From an optimization exercise on the open Yosys and OpenROAD flow, aimed at small area; shortcuts taken in it are not production practice. Where RTL was checked, it was by simulation tests only, not by an equivalence proof against the original. No activity file was given, so power comes from the tool's default toggle rates.

## current_filter
module current_filter (pClk, pRst, pFilterIn, pFilterOut);
  input         pClk;
  input         pRst;
  input  [15:0] pFilterIn;
  output [15:0] pFilterOut;
  reg [15:0] r1;
  reg [15:0] r2;
  reg [15:0] r3;
  reg [15:0] r4;
  reg [15:0] r5;
  reg [15:0] r6;
  reg [15:0] r7;
  reg [15:0] r8;
  reg [15:0] r9;
  reg [15:0] r10;
  reg [15:0] r11;
  reg [15:0] r12;
  reg [15:0] r13;
  reg [15:0] r14;
  reg [15:0] r15;
  reg [15:0] r16;
  reg [15:0] r17;
  reg [15:0] r18;
  reg [15:0] r19;
  reg [15:0] r20;
  reg [15:0] r21;
  wire s1, c2;
  wire s3, c4;
  wire s5, c6;
  wire s7, c8;
  wire s9, c10;
  wire s11, c12;
  wire s13, c14;
  wire s15, c16;
  wire s17, c18;
  wire s19, c20;
  wire s21, c22;
  wire s23, c24;
  wire s25, c26;
  wire s27, c28;
  wire s29, c30;
  wire s31, c32;
  wire s33, c34;
  wire s35, c36;
  wire s37, c38;
  wire s39, c40;
  wire s41, c42;
  wire s43, c44;
  wire s45, c46;
  wire s47, c48;
  wire s49, c50;
  wire s51, c52;
  wire s53, c54;
  wire s55, c56;
  wire s57, c58;
  wire s59, c60;
  wire s61, c62;
  wire s63, c64;
  wire s65, c66;
  wire s67, c68;
  ...
For scale: roughly 460 flip-flops.
export LEC_CHECK = 0
export CAP_MARGIN = 20
export CORE_MARGIN = 2
export CORE_UTILIZATION = 82
export CTS_BUF_LIST = sky130_fd_sc_hd__clkbuf_8
export CTS_CLUSTER_DIAMETER = 100
export CTS_CLUSTER_SIZE = 16
export SLEW_MARGIN = 20
export SYNTH_HIERARCHICAL = 1
create_clock -name core_clock -period 7.5 [get_ports {pClk}]
standard.sh (not shown) runs the stock make flow with config.mk's settings and CLKGATE_MAP_FILE= SYNTH_SCRIPT=/design/flow/synth_recipe.tcl, a recipe that flattens the netlist after the stock synthesis.
==> flow/flow/run.sh <==
#!/bin/bash
# The standard layout (the standard.sh, all ORFS steps), with the port buffers that
# ORFS's buffer_ports inserts made of the smallest buffer cell instead of its default choice.
set -euo pipefail
bash standard.sh "BUFFER_PORTS_ARGS=-buffer_cell sky130_fd_sc_hd__buf_1" finish > standard.log 2>&1
Rerun with:
- CTS_BUF_LIST: sky130_fd_sc_hd__clkbuf_8 -> sky130_fd_sc_hd__clkbuf_4
- CTS_CLUSTER_DIAMETER: 100 -> 60
- CTS_CLUSTER_SIZE: 16 -> 10
Outcome:
- The changed run completed with no timing, DRC or antenna violations
- register-to-register slack barely changes
- global-route usage increases by 0.21 points
- cell count increases by 1.2%
- routed wire length goes up by 0.56%
- setup slack degrades by 0.015 ns

* * *

Another version of the RTL of current_filter (not shown whole).
Size: ~460 flip-flops, ~34 I/O pins, ~25,000 sq um of cells after synthesis.
## current_filter
module current_filter (pClk, pRst, pFilterIn, pFilterOut);
  input         pClk;
  input         pRst;
  input  [15:0] pFilterIn;
  output [15:0] pFilterOut;
  reg [15:0] r1;
  reg [15:0] r2;
  reg [15:0] r3;
  reg [15:0] r4;
  reg [15:0] r5;
  reg [15:0] r6;
  reg [15:0] r7;
  reg [15:0] r8;
  reg [15:0] r9;
  reg [15:0] r10;
  reg [15:0] r11;
  reg [15:0] r12;
  reg [15:0] r13;
  reg [15:0] r14;
  reg [15:0] r15;
  reg [15:0] r16;
  reg [15:0] r17;
  reg [15:0] r18;
  reg [15:0] r19;
  reg [15:0] r20;
  reg [15:0] r21;
  reg [15:0] r22;
  reg [15:0] r23;
  wire s1, c2;
  wire s3, c4;
  wire s5, c6;
  wire s7, c8;
  wire s9, c10;
  wire s11, c12;
  wire s13, c14;
  wire s15, c16;
  wire s17, c18;
  wire s19, c20;
  wire s21, c22;
  wire s23, c24;
  wire s25, c26;
  wire s27, c28;
  wire s29, c30;
  wire s31, c32;
  wire s33, c34;
  wire s35, c36;
  wire s37, c38;
  wire s39, c40;
  wire s41, c42;
  wire s43, c44;
  wire s45, c46;
  wire s47, c48;
  wire s49, c50;
  wire s51, c52;
  wire s53, c54;
  wire s55, c56;
  wire s57, c58;
  wire s59, c60;
  wire s61, c62;
  wire s63, c64;
  wire s65, c66;
  wire s67, c68;
  wire s69, c70;
  wire s71, c72;
  wire s73, c74;
  wire s75, c76;
  wire s77, c78;
  wire s79, c80;
  wire s81, c82;
  wire s83, c84;
  wire s85, c86;
  wire s87, c88;
  wire s89, c90;
  wire s91, c92;
  wire s93, c94;
  wire s95, c96;
  wire s97, c98;
  wire s99, c100;
  wire s101, c102;
  wire s103, c104;
  ...
export LEC_CHECK = 0
export CAP_MARGIN = 20
export CORE_MARGIN = 2
export CORE_UTILIZATION = 65
export CTS_BUF_LIST = sky130_fd_sc_hd__clkbuf_8
export CTS_CLUSTER_DIAMETER = 60
export CTS_CLUSTER_SIZE = 18
export SLEW_MARGIN = 20
export SYNTH_HIERARCHICAL = 1
create_clock -name core_clock -period 7.5 [get_ports {pClk}]
run.sh (not shown) runs the stock make flow with config.mk's settings and CLKGATE_MAP_FILE= SYNTH_SCRIPT=/design/flow/synth_recipe.tcl, a recipe that flattens the netlist after the stock synthesis.
Stock flow here: none of the scripts above is used.
The first run finished clean.
Change:
- CORE_UTILIZATION: 65 -> 80
After rerunning:
- wire length goes up by about 3.5%
- total power goes up by 2.7%
- area after synthesis is unchanged
- clock-buffer cell count goes down by 3
- maximum frequency goes down by about 2.6%
- hold slack improved by 0.017 ns
- worst setup slack got worse by 0.18 ns
No functional check of the RTL was part of any run of this note.

* * *

Another version of the RTL of current_filter (not shown whole).
For scale: ~1600 cells after synthesis, roughly 460 flip-flops, about 23000 sq um of cells after synthesis.
export LEC_CHECK = 0
export CAP_MARGIN = 20
export CORE_MARGIN = 2
export CORE_UTILIZATION = 84
export CTS_BUF_LIST = sky130_fd_sc_hd__clkbuf_8
export CTS_CLUSTER_DIAMETER = 100
export CTS_CLUSTER_SIZE = 16
export SLEW_MARGIN = 20
export SYNTH_HIERARCHICAL = 1
create_clock -name core_clock -period 7.5 [get_ports {pClk}]
standard.sh (not shown) runs the stock make flow with config.mk's settings and CLKGATE_MAP_FILE= SYNTH_SCRIPT=/design/flow/synth_recipe.tcl, a recipe that flattens the netlist after the stock synthesis.
Scripts as last shown in full above: flow/flow/run.sh
The baseline produced a clean layout.
==> next run, changes <==
Settings changed: CORE_UTILIZATION 84 to 80.
Effect: Total power fell by 3.2%. Via count fell by 3.6%. Maximum frequency rose by 1.4%. Critical path depth fell by 1. Sequential cell count stays the same. Final cell count rose by 2.3%. Routed wire length fell by 9.1%. Clock skew barely changes. Non-clock buffer count rose by 2. Register-to-register slack gains 0.09 ns. Global-route usage fell by 4.8 points.
==> next run, changes <==
Settings changed: CTS_BUF_LIST sky130_fd_sc_hd__clkbuf_8 to sky130_fd_sc_hd__clkbuf_4, CTS_CLUSTER_DIAMETER 100 to 60, CTS_CLUSTER_SIZE 16 to 10.
=> The changed run ran to the end with no violations; final area came out lower by 0.32%; cell count came out higher by 1.1%; total power came out lower by about 0.6%; fmax stays flat; sequential power stays flat; critical path depth does not change; utilization came out lower by 0.27 points; synthesized area stays the same; wire length barely changes; setup slack got worse by 0.016 ns; die area stays the same.
==> next run, changes <==
Settings changed: CTS_BUF_LIST sky130_fd_sc_hd__clkbuf_4 to sky130_fd_sc_hd__clkbuf_8, CTS_CLUSTER_DIAMETER 60 to 100, CTS_CLUSTER_SIZE 10 to 14.
The changed run went through all stages and came out clean.
Clock-buffer cell count falls by 14.
Maximum frequency hardly moves.
Worst hold slack improves by 0.0050 ns.
Setup slack improved by 0.0067 ns.
Via count stays flat.

* * *

## v41
current_filter, a different RTL version from the one above (not shown whole).
Size: ~1800 cells after synthesis, about 34 I/O pins, roughly 25000 um^2 of cells after synthesis.
// current_filter
module current_filter (pClk, pRst, pFilterIn, pFilterOut);
  input         pClk;
  input         pRst;
  input  [15:0] pFilterIn;
  output [15:0] pFilterOut;
  reg [15:0] r1;
  reg [15:0] r2;
  reg [15:0] r3;
  reg [15:0] r4;
  reg [15:0] r5;
  reg [15:0] r6;
  reg [15:0] r7;
  reg [15:0] r8;
  reg [15:0] r9;
  reg [15:0] r10;
  reg [15:0] r11;
  reg [15:0] r12;
  reg [15:0] r13;
  reg [15:0] r14;
  reg [15:0] r15;
  reg [15:0] r16;
  reg [15:0] r17;
  reg [15:0] r18;
  reg [15:0] r19;
  reg [15:0] r20;
  reg [15:0] r21;
  reg [15:0] r22;
  reg [15:0] r23;
  wire s1, c2;
  wire s3, c4;
  wire s5, c6;
  wire s7, c8;
  wire s9, c10;
  wire s11, c12;
  wire s13, c14;
  wire s15, c16;
  wire s17, c18;
  wire s19, c20;
  wire s21, c22;
  wire s23, c24;
  wire s25, c26;
  wire s27, c28;
  wire s29, c30;
  wire s31, c32;
  wire s33, c34;
  wire s35, c36;
  wire s37, c38;
  wire s39, c40;
  wire s41, c42;
  wire s43, c44;
  wire s45, c46;
  wire s47, c48;
  wire s49, c50;
  wire s51, c52;
  wire s53, c54;
  wire s55, c56;
  wire s57, c58;
  wire s59, c60;
  wire s61, c62;
  wire s63, c64;
  wire s65, c66;
  wire s67, c68;
  wire s69, c70;
  wire s71, c72;
  wire s73, c74;
  wire s75, c76;
  wire s77, c78;
  wire s79, c80;
  wire s81, c82;
  wire s83, c84;
  wire s85, c86;
  wire s87, c88;
  wire s89, c90;
  wire s91, c92;
  wire s93, c94;
  wire s95, c96;
  wire s97, c98;
  wire s99, c100;
  wire s101, c102;
  wire s103, c104;
  wire s105, c106;
  wire s107, c108;
  wire s109, c110;
  wire s111, c112;
  wire s113, c114;
  wire s115, c116;
  wire s117, c118;
  wire s119, c120;
  wire s121, c122;
  ...
clock: 7.5 ns
lec_check: 0
cap_margin: 20
core_margin: 2
core_utilization: 40
cts_buf_list: sky130_fd_sc_hd__clkbuf_16
cts_cluster_diameter: 80
cts_cluster_size: 30
slew_margin: 20
synth_hierarchical: 1
run.sh (not shown) runs the stock make flow with config.mk's settings and CLKGATE_MAP_FILE= SYNTH_SCRIPT=/design/flow/synth_recipe.tcl, a recipe that flattens the netlist after the stock synthesis.
Stock flow here: none of the scripts above is used.
v41 ran to completion and came out clean on the timing, design-rule and antenna checks.
--- input diff v41..v46 ---
- changing CTS_BUF_LIST from sky130_fd_sc_hd__clkbuf_16 to sky130_fd_sc_hd__clkbuf_8
- changing CTS_CLUSTER_DIAMETER from 80 to 60
- changing CTS_CLUSTER_SIZE from 30 to 18
- changing CORE_UTILIZATION from 40 to 65
--- outcome ---
- Of v46 and v41, it is v46 that has the lower internal power.
- Going from v41 to v46, sum of routed wire length over all layers grows by about 0.45%.
- Taking v41 as the reference, in v46 H-tree level count now sits higher, cell area after placement now sits lower.
Setup changes, v46 to v20
- changing CORE_UTILIZATION from 65 to 40
Results
- Summary of v20 over v46: clock power share climbed 0.6 points; met3 demand-to-capacity share in global routing lower; sequential fraction of design power saw a decrease; cell-internal power now sits higher.
- Between v20 and v46, it is v20 whose post-route standard cell area excluding fillers is higher, by 1.9%.
- On v20: share of layout cells above drive strength 1 is 0.19 points higher than what v46 gave.
- Slew of the pin with the lowest slew margin, v46 and v20: larger value in v20
- Looking at launching element of the worst setup path, the r13[15] result is from v46; the vm[14] one comes from v20.
- Taking v46 as the reference point, the global-route usage over all layers of v20 falls by 9.9 points.

-- port drivers added, routing unchanged --
Ports are ideal in the flow. The routed layouts listed here were re-timed in OpenROAD.
Step 1 assumes that a clkbuf_16 drives the clock port and a buf_2 every other input.
Step 2, shift: input delay + t, output delay - t, t = (earliest + latest rising clock arrival at the registers) / 2. This alone moves slack from input paths to output paths.
Three values: ideal ports, drivers, drivers and shift; two values: the first two.
| run | shift t [ns] | setup WS [ns] | worst setup path at the end |
|---|---|---|---|
| the first run of note 1 | 0.609 | 1.405 / 1.405 / 1.305 | input to register |
| the second run of note 1 | 0.774 | 1.390 / 1.390 / 1.286 | input to register |
| the first run of note 2 | 0.665 | 0.941 / 0.941 / 0.340 | input to register |
| the second run of note 2 | 0.621 | 0.765 / 0.791 / 0.170 | input to register |
| the first run of note 3 | 0.595 | 1.309 / 1.309 / 1.309 | register to register |
| the second run of note 3 | 0.621 | 1.396 / 1.396 / 1.350 | input to register |
| the third run of note 3 | 0.776 | 1.380 / 1.380 / 1.367 | input to register |
| the fourth run of note 3 | 0.617 | 1.387 / 1.387 / 1.343 | input to register |
| v41 | 0.633 | 1.028 / 1.028 / 0.475 | input to register |
| v46 | 0.665 | 0.817 / 0.817 / 0.425 | input to register |
| v20 | 0.684 | 1.007 / 1.007 / 0.491 | input to register |
After both steps every run listed still meets setup and hold. The setup slack of the first run of note 2, which loses most, moves by 0.000 ns with the drivers and by -0.601 ns with both steps.
